Source: an optimization exercise on an open RTL-to-GDS flow (aim: small area, a short achievable clock period and few clock cycles). Production flows keep margins and buffers that such runs may drop. Function was checked by simulation only, so behaviour that the tests miss may differ from the original.

== before ==
==> flow/design.v (excerpt) <==
module seq_signed_mult(
  input         clk,
  input         rst,           
  input         start,         
  input  [7:0]  multiplier,    
  input  [7:0]  multiplicand,  
  output [14:0] product,       
  output [19:0] bcd,           
  output        sign,          
  output        done           
);
  wire [14:0] mag;
  unsigned_multiplier um(.multiplier(multiplier), .multiplicand(multiplicand),
    .product(mag));
  reg [14:0] product_r;
  reg        sign_r;
  reg        done_r;
  always @(posedge clk) begin
    if (start) begin
      product_r <= mag;
      sign_r    <= (multiplier[7] ^ multiplicand[7]) &&
                   (multiplier != 8'd0) && (multiplicand != 8'd0);
    end
  end
  always @(posedge clk) begin
    if (rst)
      done_r <= 1'b0;
    else if (start)
      done_r <= 1'b1;
  end
  bin_to_bcd binary_bcd(.in(product_r), .bcd(bcd));
  assign product = product_r;
  assign sign    = sign_r;
  assign done    = done_r;
endmodule
For scale: ~770 cells after synthesis, ~56 I/O pins, roughly 0.0046 mm2 of cells after synthesis.
export LEC_CHECK = 0
export ABC_AREA = 1
export CAP_MARGIN = 20
export CORE_MARGIN = 2
export CORE_UTILIZATION = 60
export PLACE_DENSITY = 0.8
export SLEW_MARGIN = 20
export SYNTH_HIERARCHICAL = 1
export SYNTH_MINIMUM_KEEP_SIZE = 0
create_clock -name core_clock -period 12.0 [get_ports {clk}]
standard.sh (not shown) runs the stock make flow with config.mk's settings and CLKGATE_MAP_FILE= SYNTH_SCRIPT=/design/flow/synth_recipe.tcl, a recipe that flattens the netlist after the stock synthesis.
==> flow/flow/run.sh <==
#!/bin/bash
# The standard layout, with plain buffers (not delay buffers) on the ports.
set -euo pipefail
export BUFFER_PORTS_ARGS="-buffer_cell sky130_fd_sc_hd__buf_2"
bash standard.sh > standard_flow.log 2>&1
before finished all stages; the layout is clean.
Testbench counts of before, summed over its fixed seeds: cycles 3,200.
[inputs] after vs before
- clearing PLACE_DENSITY, which used to be 0.8
--- a/flow/flow/run.sh
+++ b/flow/flow/run.sh
@@ -3,3 +3,4 @@
 set -euo pipefail
 export BUFFER_PORTS_ARGS="-buffer_cell sky130_fd_sc_hd__buf_2"
+export SETUP_SLACK_MARGIN=5.7
 bash standard.sh > standard_flow.log 2>&1
--- outcome ---
- The post-synthesis to final-layout area growth reported for after is greater than that of before by 24 points.
- Vias: after above before
- The lower ratio of final minimum period to clock period came out of before.
- Synthesized cell count came out exactly the same in after and before.
- Compared before against after; number of flops mapped to enable cells by yosys within noise.
- Going from before to after, the count of clock-buffer cells in the layout was found to have gone up by 1.
- For routed wire length, dividing the value from after by the value from before gives 1.6.
- after vs before: post-route minimum period up in after

========
old:
Another version of the RTL of seq_signed_mult (not shown whole).
Size in the first run: roughly 17 flip-flops, about 56 I/O pins.
// seq_signed_mult
module seq_signed_mult(
  input         clk,
  input         rst,           
  input         start,         
  input  [7:0]  multiplier,    
  input  [7:0]  multiplicand,  
  output [14:0] product,       
  output [19:0] bcd,           
  output        sign,          
  output        done           
);
export LEC_CHECK = 0
export ABC_AREA = 1
export CAP_MARGIN = 20
export CORE_MARGIN = 2
export CORE_UTILIZATION = 60
export SETUP_SLACK_MARGIN = 5
export SLEW_MARGIN = 20
export SYNTH_HIERARCHICAL = 1
export SYNTH_MINIMUM_KEEP_SIZE = 0
create_clock -name core_clock -period 12.0 [get_ports {clk}]
==> flow/flow/run.sh <==
#!/bin/bash
# The standard layout, with plain buffers (not delay buffers) on the ports.
set -euo pipefail
export BUFFER_PORTS_ARGS="-buffer_cell sky130_fd_sc_hd__buf_2"
bash standard.sh > standard_flow.log 2>&1
Testbench counts of old, summed over its fixed seeds: cycles 3,200.
The following lists how new was set up differently from old:
# old
export LEC_CHECK = 0
export ABC_AREA = 1
export CAP_MARGIN = 20
export CORE_MARGIN = 2
export CORE_UTILIZATION = 60
export SETUP_SLACK_MARGIN = 5
export SLEW_MARGIN = 20
export SYNTH_HIERARCHICAL = 1
export SYNTH_MINIMUM_KEEP_SIZE = 0
create_clock -name core_clock -period 12.0 [get_ports {clk}]
# new
export LEC_CHECK = 0
export ABC_AREA = 1
export CAP_MARGIN = 20
export CORE_MARGIN = 2
export CORE_UTILIZATION = 60
export SLEW_MARGIN = 20
export SYNTH_HIERARCHICAL = 1
export SYNTH_MINIMUM_KEEP_SIZE = 0
create_clock -name core_clock -period 12.0 [get_ports {clk}]
==> flow/flow/run.sh <==
#!/bin/bash
# The standard layout, with plain buffers (not delay buffers) on the ports, and
# timing repair aiming at a slack margin beyond what the clock period asks.
set -euo pipefail
export BUFFER_PORTS_ARGS="-buffer_cell sky130_fd_sc_hd__buf_2"
export SETUP_SLACK_MARGIN=6.8
bash standard.sh > standard_flow.log 2>&1
## What came out
new vs old, termination of the worst setup path: bcd[7] vs bcd[14]. new against old: number of setup buffers added after CTS climbed 55; via count rose by 1674; global-route usage rose by 8.9 points.

========
Starting RTL as in the previous note.
## seq_signed_mult
module seq_signed_mult(
  input         clk,
  input         rst,           
  input         start,         
  input  [7:0]  multiplier,    
  input  [7:0]  multiplicand,  
  output [14:0] product,       
  output [19:0] bcd,           
  output        sign,          
  output        done           
);
clock: 12.0 ns
lec_check: 0
abc_area: 1
cap_margin: 20
core_margin: 2
core_utilization: 60
slew_margin: 20
synth_hierarchical: 1
synth_minimum_keep_size: 0
run.sh (not shown) runs the stock make flow with config.mk's settings and CLKGATE_MAP_FILE= SYNTH_SCRIPT=/design/flow/synth_recipe.tcl, a recipe that flattens the netlist after the stock synthesis.
Stock flow here: none of the scripts above is used.
The first run passed the timing, DRC and antenna checks.
Testbench counts at the start, summed over its fixed seeds: cycles 3,200.
Change:
==> flow/flow/run.sh (new file) <==
#!/bin/bash
# The standard layout, with plain buffers (not delay buffers) on the ports, and
# timing repair aiming at a slack margin beyond what the clock period asks.
set -euo pipefail
export BUFFER_PORTS_ARGS="-buffer_cell sky130_fd_sc_hd__buf_2"
export SETUP_SLACK_MARGIN=6.0
bash standard.sh > standard_flow.log 2>&1
==> flow/standard.sh (new file) <==
#!/bin/bash
# synth_recipe.tcl (not shown) runs the flow's synth.tcl, then flattens the netlist and writes it again
# the make line also repeats each setting of config.mk as NAME=value (left out here)
make -C /OpenROAD-flow-scripts/flow DESIGN_CONFIG=/design/flow/config.mk WORK_HOME=/design/flow/orfs CLKGATE_MAP_FILE= SYNTH_SCRIPT=/design/flow/synth_recipe.tcl "${@:-finish}"
removed: flow/run.sh
=> Fmax rose by a few percent. Worst setup slack gains 0.26 ns. Area after synthesis stays the same. Core utilization increases by 14 points. Sequential cell count is unchanged. Synthesized cell count does not change. Via count rose by about a fifth. Wire length climbs by well over a third. Count of clock-buffer cells in the layout is unchanged. Critical path depth increases by 18. Clock skew stays the same.
Change:
==> flow/flow/run.sh (replaced) <==
#!/bin/bash
# The standard layout, with plain buffers (not delay buffers) on the ports.
set -euo pipefail
export BUFFER_PORTS_ARGS="-buffer_cell sky130_fd_sc_hd__buf_2"
bash standard.sh > standard_flow.log 2>&1
--- a/flow/config.mk
+++ b/flow/config.mk
@@ -11 +11 @@
-export CORE_UTILIZATION = 60
+export CORE_UTILIZATION = 75
The changed run completed without violations.
Maximum frequency is higher by a few percent.
Die area is lower by about a fifth.
Synthesized cell count stays the same.
Setup slack improves by 0.30 ns.
Wire length went down by a quarter to a third.
Count of clock-buffer cells in the layout is unchanged.
Via count went down by about a fifth.
Register-to-register slack stays flat.
Change:
--- a/flow/config.mk
+++ b/flow/config.mk
@@ -11 +11 @@
-export CORE_UTILIZATION = 75
+export CORE_UTILIZATION = 60
What happened:
- worst setup slack gets worse by 0.0082 ns
- global-route usage came out lower by 7.3 points
- clock-buffer cell count stays the same
- utilization came out lower by 18 points
- wire length came out lower by about 4.6%

========
seq_signed_mult, a different RTL version from the one above (not shown whole).
Size in the first run: about 710 cells after synthesis, about 17 flip-flops, roughly 0.0044 sq mm of cells after synthesis.
clock: 12.0 ns
lec_check: 0
abc_area: 1
cap_margin: 20
core_margin: 2
core_utilization: 60
slew_margin: 60
synth_hierarchical: 1
synth_minimum_keep_size: 0
standard.sh (not shown) runs the stock make flow with config.mk's settings and CLKGATE_MAP_FILE= SYNTH_SCRIPT=/design/flow/synth_recipe.tcl, a recipe that flattens the netlist after the stock synthesis.
==> flow/flow/run.sh <==
#!/bin/bash
# The standard layout, with plain buffers (not delay buffers) on the ports.
set -euo pipefail
export BUFFER_PORTS_ARGS="-buffer_cell sky130_fd_sc_hd__buf_2"
bash standard.sh > standard_flow.log 2>&1
The starting point produced a clean layout.
Testbench counts at the start, summed over its fixed seeds: cycles 3,200.
Then changed:
Settings changed: SLEW_MARGIN 60 to 20.
The changed run finished clean; die area stays the same; worst setup slack stays the same; critical path depth does not change; clock-buffer cell count is unchanged.

[afterwards: timing with drivers on the ports]
The results above use ideal ports. As a check the final layouts listed here were re-extracted and re-timed, cells and wires unchanged. Step 1 (the two cells are an assumption about what drives the block):
set clk [get_ports {clk}]
set_driving_cell -lib_cell sky130_fd_sc_hd__clkbuf_16 $clk
set_driving_cell -lib_cell sky130_fd_sc_hd__buf_2 [delete_from_list [all_inputs] $clk]
Step 2 times the ports against the registers' clock, not the clock port: input delays grow and output delays shrink by t, the midpoint of the rising clock arrivals with the driver on. Slacks: no drivers / after step 1 / after step 2; pairs: no drivers / after step 1.
run | t, ns | setup WS [ns] | worst setup path after step 2 | latest minus earliest clock arrival (ns)
before | 0.279 | 5.651 / 5.626 / 5.586 | input to register | 0.001 / 0.002
after | 0.280 | 5.191 / 5.162 / 5.442 | register to output | 0.004 / 0.003
old | 0.272 | 5.661 / 5.634 / 5.480 | input to register | 0.002 / 0.002
new | 0.285 | 5.211 / 5.186 / 5.471 | register to output | 0.005 / 0.005
the first run of note 3 | 0.272 | 5.109 / 5.115 / 4.843 | input to register | 0.004 / 0.004
the second run of note 3 | 0.284 | 5.369 / 5.340 / 5.624 | register to output | 0.002 / 0.002
the third run of note 3 | 0.281 | 5.669 / 5.642 / 5.426 | input to register | 0.004 / 0.004
the fourth run of note 3 | 0.272 | 5.661 / 5.634 / 5.480 | input to register | 0.002 / 0.002
the first run of note 4 | 0.280 | 5.692 / 5.667 / 5.441 | input to register | 0.003 / 0.003
the second run of note 4 | 0.280 | 5.692 / 5.667 / 5.441 | input to register | 0.003 / 0.003
After both steps every run listed still meets setup and hold. The setup slack of the first run of note 3, which loses most, moves by +0.006 ns with the drivers and by -0.266 ns with both steps.
